What follows belongs to an exercise in optimizing a design on an open flow for small area, a short achievable clock period and few clock cycles; a production flow would make more cautious choices. At most, simulation tests tie the RTL to the original design; equivalence was not proved. Power and IR drop assume default switching activity.

== gamma ==
==> flow/design.v <==
module cb_seg(
    input wire clk,
    input wire reset,
    input wire[11:0] tb_size_in,
    input wire wreq_size,
    output wire rreq_data,
    input wire[7:0] tb_in,
    output wire cb_valid,
    output wire[7:0] cb_data,
    output wire cb_size,
    output wire cb_start
);
reg [10:0] wq [0:32];
reg [32:0] v;
wire       release_cur;
wire [32:0] fa;      
wire [31:0] mv;      
assign fa[32] = 1'b1;
genvar g;
generate for (g = 0; g < 32; g = g + 1) begin : q
    assign fa[g] = fa[g+1] & v[g+1];
    assign mv[g] = v[g] & ~fa[g];
    always @(posedge clk)
        if (mv[g]) wq[g+1] <= wq[g];
end endgenerate
always @(posedge clk)
    if (wreq_size) wq[0] <= tb_size_in[10:0];
always @(posedge clk or posedge reset)
    if (reset) v <= 33'd0;
    else begin
        v[0] <= wreq_size | (v[0] & ~mv[0]);
        v[32] <= mv[31] | (v[32] & ~release_cur);
        v[31:1] <= mv[30:0] | (v[31:1] & ~mv[31:1]);
    end
wire [10:0] cur = wq[32];
localparam IDLE = 2'd0, BODY = 2'd2, CRC = 2'd3;
reg [1:0]  ph;
reg [10:0] p;        
reg        fill;     
reg        twob;     
reg        big;      
reg        sob;      
reg        blk2;     
reg [1:0]  cc;       
wire c_gt132 = cur > 11'd132;
wire c_gt768 = cur > 11'd768;
wire c_gt894 = cur > 11'd894;
wire [10:0] ktot_m1 = c_gt894 ? 11'd1529 : c_gt768 ? 11'd893 : c_gt132 ? 11'd767 : 11'd131;
wire c_nofill = (cur == 11'd132) | (cur == 11'd768) | (cur == 11'd894) | (cur == 11'd1530);
wire body_last_nc = (p == 11'd0) | (twob & ~blk2 & (p == 11'd765));
wire tb_last = (ph == BODY & body_last_nc & ~twob) | (ph == CRC & cc == 2'd2 & blk2);
wire start = v[32] & ((ph == IDLE) | tb_last);
wire fill_end = (ph == BODY) & fill & (p == cur);
assign release_cur = (start & c_nofill) | fill_end;
always @(posedge clk or posedge reset)
    if (reset) ph <= IDLE;
    else if (start) ph <= BODY;
    else case (ph)
        BODY: if (body_last_nc) ph <= twob ? CRC : IDLE;
        CRC:  if (cc == 2'd2) ph <= blk2 ? IDLE : BODY;
        default: ;
    endcase
always @(posedge clk) begin
    if (start) begin
        p    <= ktot_m1;
        fill <= ~c_nofill;
        twob <= c_gt768;
        big  <= c_gt132 & ~(c_gt768 & ~c_gt894);
        sob  <= 1'b1;
        blk2 <= 1'b0;
    end else case (ph)
        BODY: begin
            p   <= p - 11'd1;
            sob <= 1'b0;
            if (fill_end) fill <= 1'b0;
            cc  <= 2'd0;
        end
        CRC: begin
            cc <= cc + 2'd1;
            if (cc == 2'd2) begin
                blk2 <= 1'b1;
                big  <= 1'b1;
                sob  <= 1'b1;
            end
        end
        default: ;
    endcase
end
wire is_v    = ph[1];                       
wire is_data = (ph == BODY) & ~fill;
wire is_crc  = (ph == CRC);
reg s1_v, s2_v, s1_d, s2_d, s1_c, s2_c;
reg [1:0] s1_cc, s2_cc;
reg s1_st, s2_st, s1_sz, s2_sz;
reg rreq_q;
assign rreq_data = rreq_q;
always @(posedge clk or posedge reset)
    if (reset) begin
        s1_v <= 1'b0; s2_v <= 1'b0; rreq_q <= 1'b0;
    end else begin
        s1_v <= is_v; s2_v <= s1_v; rreq_q <= is_data;
    end
always @(posedge clk) begin
    s1_d <= is_data; s1_c <= is_crc; s1_cc <= cc; s1_st <= sob; s1_sz <= big;
    s2_d <= s1_d;    s2_c <= s1_c;   s2_cc <= s1_cc; s2_st <= s1_st; s2_sz <= s1_sz;
end
reg [7:0]  ob;       
reg        ov, ost, osz, onc;
reg [23:0] crc;
assign cb_valid = ov;
assign cb_data  = ob;
assign cb_start = ost;
assign cb_size  = osz;
function [23:0] crc_next(input [23:0] s, input [7:0] d);
    reg [23:0] r;
    integer k;
    begin
        r = s;
        for (k = 0; k < 8; k = k + 1)
            r = {r[22:0], 1'b0} ^ ((r[23] ^ d[k]) ? 24'h800063 : 24'h0);
        crc_next = r;
    end
endfunction
wire [23:0] crc_n = crc_next(crc, ob);
always @(posedge clk or posedge reset)
    if (reset) ov <= 1'b0;
    else       ov <= s2_v;
always @(posedge clk) begin
    ost <= s2_st;
    osz <= s2_sz;
    onc <= ~s2_c;
    if (s2_c)
        ob <= (s2_cc == 2'd0) ? crc_n[7:0] : (s2_cc == 2'd1) ? crc[15:8] : crc[23:16];
    else
        ob <= s2_d ? tb_in : 8'h00;
    if (s2_v & s2_st) crc <= 24'hffffff;
    else if (ov & onc) crc <= crc_n;
end
endmodule
Settings: LEC_CHECK=0, CAP_MARGIN=20, CORE_MARGIN=2, CORE_UTILIZATION=40, CTS_CLUSTER_DIAMETER=60, CTS_CLUSTER_SIZE=30, SETUP_SLACK_MARGIN=3.0, SLEW_MARGIN=20; clock period 5.0 ns.
run.sh (not shown) runs the stock make flow with config.mk's settings and CLKGATE_MAP_FILE= SYNTH_SCRIPT=/design/flow/synth_recipe.tcl, a recipe that flattens the netlist after the stock synthesis.
Edits applied to the flow inputs when going from gamma to epsilon:
--- a/flow/design.v
+++ b/flow/design.v
@@ -36,6 +36,8 @@
 localparam IDLE = 2'd0, BODY = 2'd2, CRC = 2'd3;
 reg [1:0]  ph;
-reg [10:0] p;        
+reg [10:0] p;
 reg        fill;     
+reg        fe;       
+reg        lastnc;   
 reg        twob;     
 reg        big;      
@@ -46,10 +48,11 @@
 wire c_gt768 = cur > 11'd768;
 wire c_gt894 = cur > 11'd894;
-wire [10:0] ktot_m1 = c_gt894 ? 11'd1529 : c_gt768 ? 11'd893 : c_gt132 ? 11'd767 : 11'd131;
 wire c_nofill = (cur == 11'd132) | (cur == 11'd768) | (cur == 11'd894) | (cur == 11'd1530);
-wire body_last_nc = (p == 11'd0) | (twob & ~blk2 & (p == 11'd765));
-wire tb_last = (ph == BODY & body_last_nc & ~twob) | (ph == CRC & cc == 2'd2 & blk2);
+wire c_fill1  = (cur == 11'd131) | (cur == 11'd767) | (cur == 11'd893) | (cur == 11'd1529);
+wire p_fe = twob ? (big ? (p == 11'd1528) : (p == 11'd892))
+                 : (big ? (p == 11'd766) : (p == 11'd130));
+wire tb_last = (ph == BODY & lastnc & ~twob) | (ph == CRC & cc == 2'd2 & blk2);
 wire start = v[32] & ((ph == IDLE) | tb_last);
-wire fill_end = (ph == BODY) & fill & (p == cur);
+wire fill_end = (ph == BODY) & fill & fe;
 assign release_cur = (start & c_nofill) | fill_end;
 always @(posedge clk or posedge reset)
@@ -57,5 +60,5 @@
     else if (start) ph <= BODY;
     else case (ph)
-        BODY: if (body_last_nc) ph <= twob ? CRC : IDLE;
+        BODY: if (lastnc) ph <= twob ? CRC : IDLE;
         CRC:  if (cc == 2'd2) ph <= blk2 ? IDLE : BODY;
         default: ;
@@ -63,16 +66,29 @@
 always @(posedge clk) begin
     if (start) begin
-        p    <= ktot_m1;
-        fill <= ~c_nofill;
-        twob <= c_gt768;
-        big  <= c_gt132 & ~(c_gt768 & ~c_gt894);
-        sob  <= 1'b1;
-        blk2 <= 1'b0;
+        p      <= cur;
+        fill   <= ~c_nofill;
+        fe     <= c_fill1;
+        lastnc <= 1'b0;
+        twob   <= c_gt768;
+        big    <= c_gt132 & ~(c_gt768 & ~c_gt894);
+        sob    <= 1'b1;
+        blk2   <= 1'b0;
     end else case (ph)
         BODY: begin
-            p   <= p - 11'd1;
             sob <= 1'b0;
-            if (fill_end) fill <= 1'b0;
             cc  <= 2'd0;
+            if (fill) begin
+                if (fe) begin
+                    p      <= cur;
+                    fill   <= 1'b0;
+                    lastnc <= (cur == 11'd1);
+                end else begin
+                    p      <= p + 11'd1;
+                    fe     <= p_fe;
+                end
+            end else begin
+                p      <= p - 11'd1;
+                lastnc <= (p == 11'd2) | (twob & ~blk2 & (p == 11'd767));
+            end
         end
         CRC: begin
@@ -91,5 +107,4 @@
 wire is_crc  = (ph == CRC);
 reg s1_v, s2_v, s1_d, s2_d, s1_c, s2_c;
-reg [1:0] s1_cc, s2_cc;
 reg s1_st, s2_st, s1_sz, s2_sz;
 reg rreq_q;
@@ -102,9 +117,10 @@
     end
 always @(posedge clk) begin
-    s1_d <= is_data; s1_c <= is_crc; s1_cc <= cc; s1_st <= sob; s1_sz <= big;
-    s2_d <= s1_d;    s2_c <= s1_c;   s2_cc <= s1_cc; s2_st <= s1_st; s2_sz <= s1_sz;
+    s1_d <= is_data; s1_c <= is_crc; s1_st <= sob; s1_sz <= big;
+    s2_d <= s1_d;    s2_c <= s1_c;   s2_st <= s1_st; s2_sz <= s1_sz;
 end
 reg [7:0]  ob;       
-reg        ov, ost, osz, onc;
+reg        ov, ost, osz;
+reg        ocu;      
 reg [23:0] crc;
 assign cb_valid = ov;
@@ -129,11 +145,12 @@
     ost <= s2_st;
     osz <= s2_sz;
-    onc <= ~s2_c;
+    ocu <= s2_v & ~s2_c;
     if (s2_c)
-        ob <= (s2_cc == 2'd0) ? crc_n[7:0] : (s2_cc == 2'd1) ? crc[15:8] : crc[23:16];
+        ob <= ocu ? crc_n[7:0] : crc[15:8];
     else
         ob <= s2_d ? tb_in : 8'h00;
     if (s2_v & s2_st) crc <= 24'hffffff;
-    else if (ov & onc) crc <= crc_n;
+    else if (ocu) crc <= crc_n;
+    else if (s2_c) crc[15:0] <= crc[23:8];
 end
 endmodule
## What came out
- Maximum frequency: epsilon < gamma
- CTS buffer count, epsilon and gamma: lower on gamma
- Of epsilon and gamma, the higher area added between synthesis and finish belongs to epsilon.
- Taking gamma as the reference point, the post-route total power of epsilon rises by 21%.
- gamma has lower static leakage power than epsilon.
- Largest driver fanout on the critical path: epsilon and gamma compared, lower one is epsilon
- Area after synthesis on epsilon is behind gamma.
- Taking gamma as the reference, in epsilon post-route worst hold slack closely matched the old numbers, non-clock inverter count in the final layout decreased by 2 relative to the old numbers, net count of the finished layout increased by 90 relative to the old numbers.
- Against gamma as the reference, epsilon delivers a higher total of fill cells in the finished design.
- ~same simple-gate share of the synthesized area in epsilon and gamma
- Compared epsilon vs gamma, and clock network fraction of design power is down in epsilon.
- Re logic gate share of total power: epsilon is 9.7 points up on gamma.
Testbench counts of epsilon, summed over its fixed seeds: cycles 1,060,569.
Only the layout flow was run in gamma; the RTL was not checked for function there.

-- afterwards: timing with drivers on the ports --
The flow's constraints put no driver on any port. The routed layouts listed below were extracted and timed again, unchanged, in two steps.
Step 1 sets driving cells, clkbuf_16 on the clock port and buf_2 on the other inputs (assumed; they add their load-dependent delay and slew).
Step 2 moves the port delays by t, midway between the first and last clock arrival at a register: inputs arrive t later, outputs are due t later. That takes back most of the time a late clock gives input paths.
Three values: no drivers, after step 1, after step 2; two values: the first two.
run | t, ns | setup WS [ns] | latest minus earliest clock arrival (ns) | worst register clock-pin slew, ns
gamma | 0.617 | 2.887 / 2.868 / 2.848 | 0.017 / 0.018 | 0.10 / 0.10
epsilon | 0.645 | 2.879 / 2.829 / 2.843 | 0.049 / 0.050 | 0.10 / 0.10
After both steps every run listed still meets setup and hold. For gamma, which loses most, drivers alone change the setup slack by -0.019 ns; drivers and shift together by -0.039 ns.
